Context: an optimization exercise on an open-source flow, tuned for small area, a short achievable clock period and few clock cycles per item. The choices shown serve that exercise and are no tape-out recipe.
In this exercise RTL edits were held to simulation tests only and were not proved equivalent to the original.

run 1:
// AES_TI_core
module AES_TI_core(Din0, Kin, Dout0, CLK, RSTn, Dvld, Kvld, BSY, EN, Drdy, Krdy);
Size in the first run: roughly 1400 flip-flops, roughly 390 I/O pins, ~0.078 sq mm of cells after synthesis.
==> flow/config.mk <==
export PLATFORM = sky130hd
export DESIGN_NAME = AES_TI_core
export DESIGN_NICKNAME = AES_TI_core
export VERILOG_FILES = /design/flow/design.v
export SDC_FILE = /design/flow/constraint.sdc
export NUM_CORES = 4
export LEC_CHECK = 0
export CAP_MARGIN = 20
export CORE_MARGIN = 2
export CORE_UTILIZATION = 60
export SETUP_SLACK_MARGIN = 2.5
export SLEW_MARGIN = 20
==> flow/constraint.sdc <==
create_clock -name core_clock -period 6.0 [get_ports {CLK}]
set_input_delay 1.2000 -clock core_clock [delete_from_list [all_inputs] [get_ports {CLK}]]
set_output_delay 1.2000 -clock core_clock [all_outputs]
set_load 0.01 [all_outputs]
standard.sh (not shown) runs the stock make flow with config.mk's settings and CLKGATE_MAP_FILE= SYNTH_SCRIPT=/design/flow/synth_recipe.tcl, a recipe that flattens the netlist after the stock synthesis.
==> flow/flow/run.sh <==
#!/bin/bash
set -o pipefail
export BUFFER_PORTS_ARGS="-buffer_cell sky130_fd_sc_hd__buf_2"
export SKIP_GATE_CLONING=1
export CTS_ARGS="-sink_clustering_enable -repair_clock_nets -dont_use_dummy_load -buf_list sky130_fd_sc_hd__clkbuf_8 -sink_clustering_size 16 -sink_clustering_max_diameter 60"
bash standard.sh > standard.log 2>&1
Testbench counts of run 1, summed over its fixed seeds: cycles 13,824, items 192.
What run 2 does differently from run 1 at the input level:
Settings: swapping 60 for 40 in CORE_UTILIZATION.
==> results.txt <==
- Status: setup TNS parity (run 1, run 2)
- Run 2: all stages complete, timing, DRC and antenna checks passed
- Summary of run 2 over run 1: global-route wire length before repair went up about 4%, final standard cell utilization of the core went down 22 points.
Input changes introduced in run 3 (baseline for comparison: run 2):
Settings: SETUP_SLACK_MARGIN: 2.5 -> 3.0.
Results
- ~same global-route usage in run 2 and run 3
- Run 3 vs. run 2: via count rose about 3%, number of logic inverters in the finished layout stayed essentially flat, post-CTS setup repair buffer count higher.
## Diff of input files: run 4 against run 3
Settings: a change of CORE_UTILIZATION from 40 to 60; a change of SETUP_SLACK_MARGIN from 3.0 to 2.8.
Notes after the runs:
Between run 3 and run 4, the largest net degree at the start of global routing is lower for run 4. [compare] base=run 3 new=run 4: final setup slack of the worst path now sits higher; design area now sits lower; number of clock buffers in the layout now sits lower. Run 4 vs run 3, number of tap instances went down by 34%. Between run 4 and run 3, it is run 4 whose final layout net count is lower, by 3.2%. The higher post-route fraction of the period consumed by the critical path came out of run 3.
Inputs modified between run 4 and run 5:
Settings: an added ABC_CLOCK_PERIOD_IN_PS of 3400.
## What came out
Run 4 → run 5: setup clock skew after layout stayed essentially flat; setup TNS has remained practically unchanged; number of flip-flops and latches now sits at about the same level.
[inputs] run 6 vs run 5
Settings: CTS_BUF_LIST now sky130_fd_sc_hd__clkbuf_4, previously not set; CORE_UTILIZATION now 40, was 60; SETUP_SLACK_MARGIN now 2.5, was 2.8; CTS_CLUSTER_SIZE now 24, previously not set; ABC_CLOCK_PERIOD_IN_PS no longer set, was 3400.
==> flow/flow/run.sh <==
#!/bin/bash
set -o pipefail
cp standard.sh standard_sh_copy.log
export BUFFER_PORTS_ARGS="-buffer_cell sky130_fd_sc_hd__buf_2"
export SKIP_GATE_CLONING=1
bash standard.sh > standard.log 2>&1
==> results.txt <==
Per the final summary, run 6 finished and its layout is clean on timing, DRC and antenna. Side by side, number of instances resized during post-cts repair turned out lower in run 6 than in run 5. Taking run 5 as the reference point, the cell area after layout of run 6 rises by 0.0020 sq mm. Wire length (run 6 vs. run 5) increases by a little under 10%. In the reports for run 6 and run 5, the larger die area belongs to run 6. In run 6, global-route usage is lower than in run 5. Changes observed in run 6 relative to run 5: wire length of the first global-routing pass rose by 8.1%. Re logic depth of the worst register-to-register path: run 6 is 5 down on run 5.

separate check: timing with driven ports:
How much do the figures lean on ideal ports? The routed layouts below were timed once more, with nothing changed but the port constraints. Step 1, drivers: a clkbuf_16 drives CLK and a buf_2 each remaining input, both assumed. Step 2, shift: input delay + t, output delay - t, t = (earliest + latest rising clock arrival at the registers) / 2. This alone moves slack from input paths to output paths. Slacks: ideal / step 1 / step 2; pairs: ideal / step 1.
run | shift t [ns] | setup WS [ns] | hold slack, ns | slew at the worst register clock pin (ns)
run 1 | 0.942 | 2.373 / 2.373 / 2.165 | 0.307 / 0.307 / 0.307 | 0.11 / 0.11
run 2 | 0.986 | 2.365 / 2.365 / 1.971 | 0.299 / 0.299 / 0.299 | 0.11 / 0.11
run 3 | 1.005 | 2.583 / 2.583 / 2.222 | 0.287 / 0.287 / 0.287 | 0.11 / 0.11
run 4 | 0.947 | 2.596 / 2.596 / 1.968 | 0.274 / 0.274 / 0.274 | 0.10 / 0.10
run 5 | 0.947 | 2.596 / 2.596 / 1.968 | 0.274 / 0.274 / 0.274 | 0.10 / 0.10
run 6 | 1.471 | 2.463 / 2.463 / 1.995 | 0.099 / 0.039 / 0.263 | 0.09 / 0.09
After both steps every run listed still meets setup and hold.
